This design comes from an exercise in tuning for small area and a short achievable clock period on the open sky130 flow, not from production work. No run shown here included a check of the RTL's function; only the layout flow was run. No activity file was given, so power comes from the tool's default toggle rates.

==> flow/design.v, too long to show whole: its modules and the start of the top module <==
// module neurona_capa_1: 1530 lines
// module nfa: 4 lines
// module nha: 4 lines
// module nx2: 3 lines
// module nmx: 3 lines
// module nmj: 3 lines
// module nxn2: 3 lines
module neurona_capa_1(
    weight_0, weight_1, weight_2, weight_3, weight_4, weight_5, weight_6, weight_7, weight_8, weight_9, weight_10, weight_11, weight_12, weight_13, weight_14, weight_15, weight_16, weight_17, weight_18, weight_19, weight_20, weight_21, weight_22, weight_23, weight_24, weight_25, weight_26, weight_27, weight_28, weight_29, weight_30, weight_31, weight_32, weight_33, weight_34, weight_35, weight_36, weight_37, weight_38, weight_39, weight_40, weight_41, weight_42, weight_43, weight_44, weight_45, weight_46, weight_47, weight_48,
    pixel_0, pixel_1, pixel_2, pixel_3, pixel_4, pixel_5, pixel_6, pixel_7, pixel_8, pixel_9, pixel_10, pixel_11, pixel_12, pixel_13, pixel_14, pixel_15, pixel_16, pixel_17, pixel_18, pixel_19, pixel_20, pixel_21, pixel_22, pixel_23, pixel_24, pixel_25, pixel_26, pixel_27, pixel_28, pixel_29, pixel_30, pixel_31, pixel_32, pixel_33, pixel_34, pixel_35, pixel_36, pixel_37, pixel_38, pixel_39, pixel_40, pixel_41, pixel_42, pixel_43, pixel_44, pixel_45, pixel_46, pixel_47, pixel_48,
    clk, out
);
  // ...
==> flow/flow/run.sh <==
#!/bin/bash
# Own layout flow: the standard flow (standard.sh, unchanged synthesis),
# except that the port buffers buffer_ports inserts are buf_1 cells rather
# than the default it picks; timing repair resizes them where needed.
set -euo pipefail
export BUFFER_PORTS_ARGS="-buffer_cell sky130_fd_sc_hd__buf_1"
bash standard.sh > standard.log 2>&1
==> flow/standard.sh <==
#!/bin/bash
# synth_recipe.tcl (not shown) runs the flow's synth.tcl, then flattens the netlist and writes it again
# the make line also repeats each setting of config.mk as NAME=value (left out here)
make -C /OpenROAD-flow-scripts/flow DESIGN_CONFIG=/design/flow/config.mk WORK_HOME=/design/flow/orfs CLKGATE_MAP_FILE= SYNTH_SCRIPT=/design/flow/synth_recipe.tcl "${@:-finish}"
==> flow/config.mk <==
export PLATFORM = sky130hd
export DESIGN_NAME = neurona_capa_1
export DESIGN_NICKNAME = neurona_capa_1
export VERILOG_FILES = /design/flow/design.v
export SDC_FILE = /design/flow/constraint.sdc
export NUM_CORES = 4
export LEC_CHECK = 0
export CAP_MARGIN = 20
export CORE_MARGIN = 2
export CORE_UTILIZATION = 40
export SETUP_SLACK_MARGIN = 4.7
export SLEW_MARGIN = 20
export SYNTH_HIERARCHICAL = 1
export SYNTH_MINIMUM_KEEP_SIZE = 0
==> flow/constraint.sdc <==
create_clock -name core_clock -period 8.0 [get_ports {clk}]
set_input_delay 1.6000 -clock core_clock [delete_from_list [all_inputs] [get_ports {clk}]]
set_output_delay 1.6000 -clock core_clock [all_outputs]
set_load 0.01 [all_outputs]
==> results.json, run 1 <==
{
  "hold_path_depth": 2,
  "pwr-share-comb": 0.765,
  "largest_reg_flops": 97,
  "synth_cells": 1100,
  "track_usage": 0.302,
  "num_antenna_cells": 2,
  "top_power_group": "combinational cells",
  "reg2reg_from": "r1[42]$_DFF_P_",
  "start_util": 0.408,
  "grt_setup_unrepaired": "yes",
  "coreArea_um2": 27900,
  "path_buf_inv": 1,
  "use_met3": 0.0532,
  "synth_top_area_frac": 0.393,
  "synth_cell_types": 18,
  "hpwl_mm": 39.0,
  "reg2reg_to": "r2_h747$_DFF_P_",
  "n_all_buffers": 450,
  "final_cell_mix": "buf_1 (401), nand2_1 (357), xor2_1 (208)",
  "final_common_cell": "buf_1",
  "p_leak_uw": 0.00521,
  "intPower_uw": 4320,
  "bufAreaShareNonClock": 0.127,
  "synth_xor_area_frac": 0.170,
  "ys_seq_area_frac": 0.201,
  "setup_viol": 0,
  "powerSeq_uw": 1140,
  "fillers": 2606,
  "seq_share": 0.160,
  "synth_top_family_by_area": "adder cells",
  "outcome": "complete, no violations",
  "clock_latency_ns": 0.42,
  "multiInputGateArea_um2": 9060,
  "slew_violations": 0,
  "viasPerCell": 4.97,
  "placed_cell_area_um2": 13500,
  "slew_headroom": 0.511,
  "reg2regPathDepth": 10,
  "grt.busiest_layer": "met2",
  "root_buffer": "clkbuf_16",
  "path_common_cell": "fa_1",
  "synth_most_common_cell": "nand2_1",
  "wirelength_mm": 45.0,
  "io_buffers": 449
}
==> inputs of run 2 (changes only) <==
--- a/flow/design.v
+++ b/flow/design.v
@@ -1453,85 +1453,83 @@
     assign p750 = g740 | (h739 & g738);
     assign p751 = h739 & h737;
     assign p752 = g742 | (h741 & g740);
     assign p753 = h741 & h739;
     assign p754 = g744 | (h743 & g742);
     assign p755 = h743 & h741;
     assign p756 = g746 | (h745 & g744);
     assign p757 = h745 & h743;
+    assign p758 = g748 | (h747 & g746);
+    assign p759 = h747 & h745;
+    assign p760 = x734 & g748;
+    assign p761 = x734 & h747;
     assign p762 = p750 | (p751 & g736);
     assign p763 = p752 | (p753 & p749);
     assign p764 = p754 | (p755 & p750);
     assign p765 = p755 & p751;
     assign p766 = p756 | (p757 & p752);
     assign p767 = p757 & p753;
     assign p772 = p764 | (p765 & g736);
+    assign p773 = p766 | (p767 & p749);
     assign p776 = ~h735;
     nxn2 u_x777 (.a(h737), .b(g736), .y(x777));
     nxn2 u_x778 (.a(h739), .b(p749), .y(x778));
     nxn2 u_x779 (.a(h741), .b(p762), .y(x779));
     nxn2 u_x780 (.a(h743), .b(p763), .y(x780));
-    reg r2_g748;
-    reg r2_h747;
-    reg r2_g746;
-    reg r2_h745;
-    reg r2_x734;
+    nxn2 u_x781 (.a(h745), .b(p772), .y(x781));
+    reg r2_p758;
+    reg r2_p759;
     reg r2_p754;
     reg r2_p755;
+    reg r2_p760;
+    reg r2_p761;
     reg r2_p756;
     reg r2_p757;
-    reg r2_p766;
-    reg r2_p767;
-    reg r2_p749;
     reg r2_p762;
     reg r2_p763;
-    reg r2_p772;
+    reg r2_h747;
+    reg r2_p773;
+    reg r2_x734;
     reg r2_p776;
     reg r2_x777;
     reg r2_x778;
     reg r2_x779;
     reg r2_x780;
+    reg r2_x781;
     always @(posedge clk) begin
-        r2_g748 <= g748;
-        r2_h747 <= h747;
-        r2_g746 <= g746;
-        r2_h745 <= h745;
-        r2_x734 <= x734;
+        r2_p758 <= p758;
+        r2_p759 <= p759;
         r2_p754 <= p754;
         r2_p755 <= p755;
+        r2_p760 <= p760;
+        r2_p761 <= p761;
         r2_p756 <= p756;
         r2_p757 <= p757;
-        r2_p766 <= p766;
-        r2_p767 <= p767;
-        r2_p749 <= p749;
         r2_p762 <= p762;
         r2_p763 <= p763;
-        r2_p772 <= p772;
+        r2_h747 <= h747;
+        r2_p773 <= p773;
+        r2_x734 <= x734;
         r2_p776 <= p776;
         r2_x777 <= x777;
         r2_x778 <= x778;
         r2_x779 <= x779;
         r2_x780 <= x780;
+        r2_x781 <= x781;
     end
-    assign p758 = r2_g748 | (r2_h747 & r2_g746);
-    assign p759 = r2_h747 & r2_h745;
-    assign p760 = r2_x734 & r2_g748;
-    assign p761 = r2_x734 & r2_h747;
-    assign p768 = p758 | (p759 & r2_p754);
-    assign p769 = p759 & r2_p755;
-    assign p770 = p760 | (p761 & r2_p756);
-    assign p771 = p761 & r2_p757;
-    assign p773 = r2_p766 | (r2_p767 & r2_p749);
+    assign p768 = r2_p758 | (r2_p759 & r2_p754);
+    assign p769 = r2_p759 & r2_p755;
+    assign p770 = r2_p760 | (r2_p761 & r2_p756);
+    assign p771 = r2_p761 & r2_p757;
     assign p774 = p768 | (p769 & r2_p762);
     assign p775 = p770 | (p771 & r2_p763);
-    nxn2 u_x781 (.a(r2_h745), .b(r2_p772), .y(x781));
-    nxn2 u_x782 (.a(r2_h747), .b(p773), .y(x782));
+    nxn2 u_x782 (.a(r2_h747), .b(r2_p773), .y(x782));
     nxn2 u_x783 (.a(r2_x734), .b(p774), .y(x783));
-    assign out = {x783, x782, x781, r2_x780, r2_x779, r2_x778, r2_x777, r2_p776};
+    assign out = {x783, x782, r2_x781, r2_x780, r2_x779, r2_x778, r2_x777, r2_p776};
 endmodule
 module nfa(input wire a, input wire b, input wire ci, output wire s, output wire co);
     assign s = a ^ b ^ ci;
     assign co = (a & b) | (a & ci) | (b & ci);
 endmodule
 module nha(input wire a, input wire b, output wire s, output wire co);
     assign s = a ^ b;
     assign co = a & b;
==> run 2 against run 1 <==
- clock skew is 0.0015 ns lower
- sequential power hardly changed
- critical endpoint is now r1[38]$_DFF_P_
- area after synthesis is 0.50% lower
- highest routed layer unchanged
- cell count is 1.0% lower
- combinational power is 11% higher
- worst hold slack worse by 0.0039 ns
- worst setup slack better by 0.051 ns
- critical path type unchanged
- clock power is 41% lower
- fmax is 1.5% higher
==> results.json, run 2 <==
{
  "cts.path.max_buffers": 2,
  "start_util": 0.407,
  "root_buffer": "clkbuf_16",
  "largest_reg_flops": 97,
  "tritoncts": "done",
  "overflow": 0,
  "slew_headroom": 0.679,
  "grtUsageMet1": 0.355,
  "use_met3": 0.0467,
  "ff_latch_area_um2": 2230,
  "synth_top_area_cell": "fa_1",
  "synthFlopType": "dfxtp_1",
  "placed_cell_area_um2": 13400,
  "dieWidth_um": 172,
  "path_cells": "buf_2 -> nand2_1 -> fa_1 -> fa_1 -> fa_1",
  "cts_inserted_buffers": 9,
  "finalSetupTns_ns": 0,
  "synth_seq_cells": 111,
  "vias": 9348,
  "viasPerCell": 4.96,
  "synth_area_leaders": "fa_1 (39%), dfxtp_1 (20%), xor2_1 (16%), nand2_1 (13%), maj3_2 (5.0%)",
  "htreeDepth": 3,
  "crit_slowest_cell": "fa_1",
  "worst_hold_startpoint": "r1[2]$_DFF_P_",
  "critPathLaunchType": "input port",
  "place_congestion": 0.952,
  "io_buffers": 449,
  "drc_errors": 0,
  "grt_util_met2": 0.543,
  "num_rows": 61,
  "fillers": 2700,
  "reg2reg_slack_ns": 4.77,
  "reg2regPathDepth": 11,
  "maxCapViolCount": 0,
  "critPathKind": "in2reg",
  "track_usage": 0.301,
  "whs_endpoint": "r2_p776$_DFF_P_",
  "synth.avg_cell_area_um2": 10.3,
  "hold_path_depth": 2,
  "hold_violations": 0,
  "dieHeight_um": 172,
  "dieArea_um2": 29600,
  "hpwl_mm": 39.0,
  "period_share": 0.412,
  "synth_most_common_cell": "nand2_1",
  "clock_sinks": 111,
  "grt_setup_unrepaired": "yes",
  "power_density_nw_per_um2": 601,
  "grt.busiest_layer": "met2",
  "final_common_cell": "buf_1",
  "synth_cells": 1095,
  "dr.pass1.iters": 5,
  "critPathMaxFanout": 8,
  "grt_pass1_vias": 9885,
  "synth_edf_count": 0,
  "fin_skew_ns": 0.00798,
  "grt_pass1_wl_mm": 61.2,
  "ys_seq_area_frac": 0.196,
  "path_common_cell": "fa_1",
  "syn2layout_area_growth_pct": 23.5,
  "wirelength_mm": 44.4,
  "fin_util": 0.503,
  "synth_top_area_frac": 0.395,
  "synthArstFlopShare": 0,
  "drtIter0Drc": 530,
  "slowest_delay_ns": 0.54,
  "synth_cell_types": 17,
  "setup_viol": 0,
  "syn-cell-area_um2": 11300,
  "antenna_found_initial": 4,
  "synth_fp_nets": 1774,
  "path_buf_inv": 1,
  "yosys_warnings": 7,
  "hold_buffers": 0,
  "multiInputGateArea_um2": 9110,
  "grt_max_degree": 20,
  "reg2reg_to": "r2_p758$_DFF_P_",
  "fmax_ghz": 0.304,
  "p_leak_uw": 0.00508,
  "worst_ir_drop_vdd_uv": 833,
  "coreArea_um2": 27800,
  "outcome": "complete, no violations",
  "cp_data_required_time_ns": 8.23,
  "drtAntennaViolNets": 0,
  "synth_common_cells": "nand2_1 (393), fa_1 (223), xor2_1 (212), dfxtp_1 (111), maj3_2 (50)",
  "drive_above_1_share": 0.134,
  "slew_violations": 0,
  "holdCritPathClass": "reg2reg",
  "num_io_pins": 450,
  "reg2reg_from": "r1[56]$_DFF_P_",
  "crit_path_end_kind": "flip-flop",
  "cp_top_family": "adder cells",
  "wl_per_cell_um": 23.5,
  "largest_register": "r1",
  "arrival_ns": 3.53,
  "clock_latency_ns": 0.36,
  "nNetsFinal": 2178,
  "final_cell_mix": "buf_1 (400), nand2_1 (355), xor2_1 (204)",
  "clk_pin_slew_ns": 0.08,
  "tightest_slew_ns": 0.480,
  "post-route-min-period_ns": 3.29,
  "final_area_um2": 14000
}
-- run 2: metal layers --
layer | wire [um] | share of wire | vias to the layer above
li1 | - | - | 4146
met1 | 16700 | 0.38 | 4709
met2 | 23500 | 0.53 | 417
met3 | 2510 | 0.056 | 76
met5 | 0 | 0 | -
met4 | 1700 | 0.038 | 0
-- run 2: stage by stage --
step / setup WS, ns / instances / hold slack [ns] / total power, uW
global route: 4.67 / 1886 / 0.551 / 9140
detailed placement: 3.74 / 1865 / 0.509 / 7770
global placement: 3.80 / 1865 / 0.497 / 7690
CTS: 4.67 / 1881 / 0.522 / 8260
finish: 4.71 / 1886 / 0.509 / 8390
floorplan: 4.63 / 1095 / 0.483 / 6510
-- run 2: logic make-up after synthesis --
family	count (synthesis)	share of synthesized area
AND/OR/NAND/NOR	398	0.133
adder cells (fa/ha/maj)	287	0.460
XOR/XNOR	221	0.171
flip-flops	111	0.196
buffers and inverters	59	0.0222
AO/OA/AOI/OAI	11	0.00664
multiplexers	8	0.0106
-- run 2: report_power, final --
| part | total, uW | switching, uW | internal [uW] | leakage, uW |
|---|---|---|---|---|
| Sequential | 1120 | 159 | 966 | 0.000931 |
| Combinational | 6830 | 3510 | 3320 | 0.00401 |
| Clock | 444 | 219 | 225 | 0.000140 |
-- run 2: worst reg2reg max path, stage by stage, from the launching register on --
cell,delay (ns)
dfxtp_1,0.39
xor2_2,0.20
xor2_2,0.23
xor2_1,0.19
xor2_1,0.29
xor2_2,0.25
xor2_2,0.33
xor2_4,0.20
mux2_4,0.31
ha_1,0.27
ha_1,0.30
a21o_1,0.16
-- run 2: cell type report --
cell class              count  area share
well taps                 378      0.0339
clock inverters             6     0.00367
repair buffers            450       0.133
diodes                      4    0.000716
clock buffers              10      0.0171
inverters                   2    0.000537
multi-input cells         925       0.652
flip-flops and latches    111       0.159
-- run 2: modules after synthesis (local to each module, per instance) --
module / cell area (um2) / flip-flops and latches / cells
neurona_capa_1: 4060 / 111 / 579
nx2: 8.76 / 0 / 1
nmj: 11.3 / 0 / 1
nha: 12.5 / 0 / 1
nfa: 20.0 / 0 / 1
nmx: 15.0 / 0 / 1
nxn2: 8.76 / 0 / 1
-- run 2: how the worst max path moves through the flow --
stage,depth (start not counted),slack [ns],startpoint,endpoint
floorplan,5,4.63,pixel_44,r1[23]$_DFF_P_
global placement,5,3.80,pixel_44,r1[23]$_DFF_P_
detailed placement,5,3.74,pixel_44,r1[23]$_DFF_P_
CTS,5,4.67,pixel_42,r1[23]$_DFF_P_
global route,11,4.67,r1[43]$_DFF_P_,r2_p758$_DFF_P_
finish,5,4.71,pixel_33,r1[38]$_DFF_P_
-- run 2: timing repair --
action	in CTS	in global routing
endpoints found under the setup margin	92	21
pin swaps	0	9
resized for setup	104	30
buffers inserted	0	1
cloned	0	0
==> inputs of run 3 (changes only) <==
--- a/flow/config.mk
+++ b/flow/config.mk
@@ -6,4 +6,5 @@
 export NUM_CORES = 4
 export LEC_CHECK = 0
+export ABC_AREA = 1
 export CAP_MARGIN = 20
 export CORE_MARGIN = 2
==> run 3 against run 2 <==
- fmax fell by 0.17%
- worst hold slack improved by 0.023 ns
- clock skew is 0.0060 ns higher
- first-iteration DRC count increased by 74%
- clock power is 3% higher
- die area up 24%
- combinational power is 29% lower
- register-to-register slack improved by 0.41 ns
- worst setup slack got worse by 0.0056 ns
- clock-buffer cell count is the same
- area after synthesis rose by 25%
- design area is 20% higher
- critical path type unchanged
- critical endpoint is now r1[23]$_DFF_P_
- largest cell class unchanged
==> results.json, run 3 <==
{
  "hold_ws_ns": 0.531,
  "synthFlopType": "dfxtp_1",
  "hold_violations": 0,
  "placed_cell_area_um2": 16300,
  "cts_inserted_buffers": 9,
  "finalSetupTns_ns": 0,
  "viasPerCell": 4.65,
  "clk_pin_slew_ns": 0.08,
  "synth_area_leaders": "nand2_1 (33%), fa_1 (32%), dfxtp_1 (16%), inv_1 (12%), nand3_2 (3.6%)",
  "wl_per_cell_um": 18.2,
  "num_rows": 68,
  "final_cell_mix": "nand2_1 (1169), inv_1 (459), buf_1 (400)",
  "maxCapViolCount": 0,
  "synth_common_cells": "nand2_1 (1243), inv_1 (459), fa_1 (223), dfxtp_1 (111), nand3_2 (51)",
  "drtIter0Drc": 924,
  "synth_edf_count": 0,
  "synth_fp_nets": 2851,
  "grt_max_degree": 21,
  "tightest_slew_ns": 0.475,
  "num_io_pins": 450,
  "grt_setup_unrepaired": "yes",
  "grt_pass1_wl_mm": 78.8,
  "p_leak_uw": 0.00942,
  "dieWidth_um": 192,
  "coreArea_um2": 34700,
  "start_util": 0.407,
  "yosys_warnings": 7,
  "fin_skew_ns": 0.0139,
  "antenna_found_initial": 2,
  "largest_register": "r1",
  "cp_top_family": "adder cells",
  "ys_seq_area_frac": 0.157,
  "critPathMaxFanout": 8,
  "io_buffers": 449,
  "drc_errors": 0,
  "critPathLaunchType": "input port",
  "synthArstFlopShare": 0,
  "slowest_delay_ns": 0.67,
  "dr.pass1.iters": 5,
  "grtUsageMet1": 0.369,
  "power_density_nw_per_um2": 379,
  "holdCritPathClass": "reg2reg",
  "syn2layout_area_growth_pct": 19.0,
  "synth_top_area_cell": "nand2_1",
  "period_share": 0.412,
  "htreeDepth": 3,
  "fillers": 3562,
  "dieHeight_um": 192,
  "hold_buffers": 0,
  "worst_ir_drop_vdd_uv": 619,
  "vias": 14126,
  "synth_seq_cells": 111,
  "track_usage": 0.302,
  "place_congestion": 0.985,
  "post-route-min-period_ns": 3.30,
  "largest_reg_flops": 97,
  "crit_path_end_kind": "flip-flop",
  "root_buffer": "clkbuf_16",
  "final_area_um2": 16800,
  "use_met3": 0.0475,
  "tritoncts": "done",
  "num_antenna_cells": 0,
  "hpwl_mm": 48.5,
  "drtAntennaViolNets": 0,
  "nNetsFinal": 3254,
  "path_common_cell": "fa_1",
  "path_buf_inv": 1,
  "crit_slowest_cell": "fa_1",
  "synth_most_common_cell": "nand2_1",
  "slew_headroom": 0.683,
  "grt_pass1_vias": 13815,
  "clock_sinks": 111,
  "outcome": "complete, no violations",
  "fmax_ghz": 0.303,
  "dieArea_um2": 36900,
  "cp_data_required_time_ns": 8.22,
  "p_total_uw": 6380,
  "final_common_cell": "nand2_1",
  "syn-cell-area_um2": 14100,
  "arrival_ns": 3.52,
  "drive_above_1_share": 0.0795,
  "grt.busiest_layer": "met2",
  "grt_util_met2": 0.529,
  "cts_setup_buffers": 0,
  "synth.avg_cell_area_um2": 6.51,
  "cts.path.max_buffers": 2,
  "fin_util": 0.485,
  "critPathKind": "in2reg",
  "wirelength_mm": 55.4,
  "setup_viol": 0,
  "reg2reg_slack_ns": 5.18,
  "synth_top_area_frac": 0.330,
  "overflow": 0,
  "slew_violations": 0,
  "clock_latency_ns": 0.35,
  "synth_cells": 2172,
  "synth_cell_types": 16,
  "path_cells": "buf_4 -> nand2_2 -> fa_1 -> fa_1 -> fa_1"
}
[run 3: per-module statistics from Yosys, one instance, submodules excluded]
module          flip-flops and latches  copies in the design  area (um2)
nx2                                  0                   212        18.8
nha                                  0                    14        12.5
nmx                                  0                     8        15.0
nfa                                  0                   223        20.0
nmj                                  0                    50        21.3
neurona_capa_1                     111                     1        4170
nxn2                                 0                     9        18.8
[run 3: final cells by class]
| cell class | instances | area (um2) | area share |
|---|---|---|---|
| Multi-Input combinational cell | 1544 | 10200 | 0.603 |
| Sequential cell | 111 | 2220 | 0.132 |
| Timing Repair Buffer | 449 | 1860 | 0.111 |
| Inverter | 460 | 1730 | 0.103 |
| Tap cell | 455 | 569 | 0.0338 |
| Clock buffer | 10 | 239 | 0.0142 |
| Clock inverter | 6 | 61.3 | 0.00364 |
[run 3: power breakdown]
part / total [uW] / switching, uW / internal, uW
combinational: 4870 / 3100 / 1770
clock: 459 / 231 / 228
sequential: 1050 / 212 / 836
total: 6380 / 3550 / 2830
[run 3: per-stage QoR]
stage,setup slack (ns),std cells
after detailed placement,3.65,3019
after CTS,4.70,3035
after floorplan,4.66,2172
final,4.70,3035
after global placement,3.71,3019
after global routing,4.67,3035
[run 3: path summary, 6_finish.rpt]
kind                       start              end  cells past startpoint
hold reg to reg    r1[2]$_DFF_P_  r2_p776$_DFF_P_                      2
setup reg to reg  r1[40]$_DFF_P_  r2_p758$_DFF_P_                     23
setup / recovery        pixel_28   r1[23]$_DFF_P_                      5
hold / removal     r1[2]$_DFF_P_  r2_p776$_DFF_P_                      2
[run 3: cell families (layout without fill, tap and decap cells)]
| family | after synthesis | after routing | synth area share |
|---|---|---|---|
| buffers and inverters | 517 | 925 | 0.144 |
| and+or+nand+nor | 1303 | 1303 | 0.369 |
| AOI/OAI and AO/OA | 4 | 4 | 0.00159 |
| adders and majority gates | 237 | 237 | 0.328 |
| DFF | 111 | 111 | 0.157 |
[run 3: worst reg2reg max path, cell delays in order, from the launching register on]
cell and delay, ns:
dfxtp_1 0.38, inv_1 0.06, nand2_1 0.05, nand2_1 0.06
inv_1 0.05, nand2_1 0.04, nand2_1 0.19, inv_1 0.07
nand2_1 0.06, nand2_1 0.07, inv_1 0.05, nand2_1 0.04
nand2_1 0.09, nand2_1 0.06, nand2_1 0.11, inv_1 0.05
nand2_1 0.05, nand2_1 0.11, nand2_1 0.11, nand3_2 0.07
ha_1 0.20, ha_1 0.29, ha_1 0.31, a21o_1 0.16
[run 3: timing repair]
item / CTS / global route
pin swaps: 0 / 0
resized for setup: 118 / 22
endpoints found under the setup margin: 92 / 19
[run 3: metal layers]
layer	routed length [um]	share of wire	up-vias
met5	30	0.00054	-
met4	2480	0.045	4
met3	4000	0.072	122
met2	27100	0.49	595
met1	21700	0.39	6498
li1	-	-	6907

-- what the ideal ports hide --
The results above use ideal ports. As a check the final layouts listed here were re-extracted and re-timed, cells and wires unchanged.
Step 1 sets driving cells, clkbuf_16 on the clock port and buf_2 on the other inputs (assumed; they add their load-dependent delay and slew).
Step 2 moves the port delays by t, midway between the first and last clock arrival at a register: inputs arrive t later, outputs are due t later. That takes back most of the time a late clock gives input paths.
Three values: ideal ports, drivers, drivers and shift; two values: the first two.
run	t (ns)	slack for setup (ns)	slew at the worst register clock pin (ns)
run 1	0.458	4.656 / 4.680 / 4.222	0.06 / 0.06
run 2	0.403	4.707 / 4.723 / 4.320	0.08 / 0.08
run 3	0.399	4.702 / 4.726 / 4.327	0.08 / 0.08
After both steps every run listed still meets setup and hold. For run 1, which loses most, drivers alone change the setup slack by +0.024 ns; drivers and shift together by -0.434 ns.
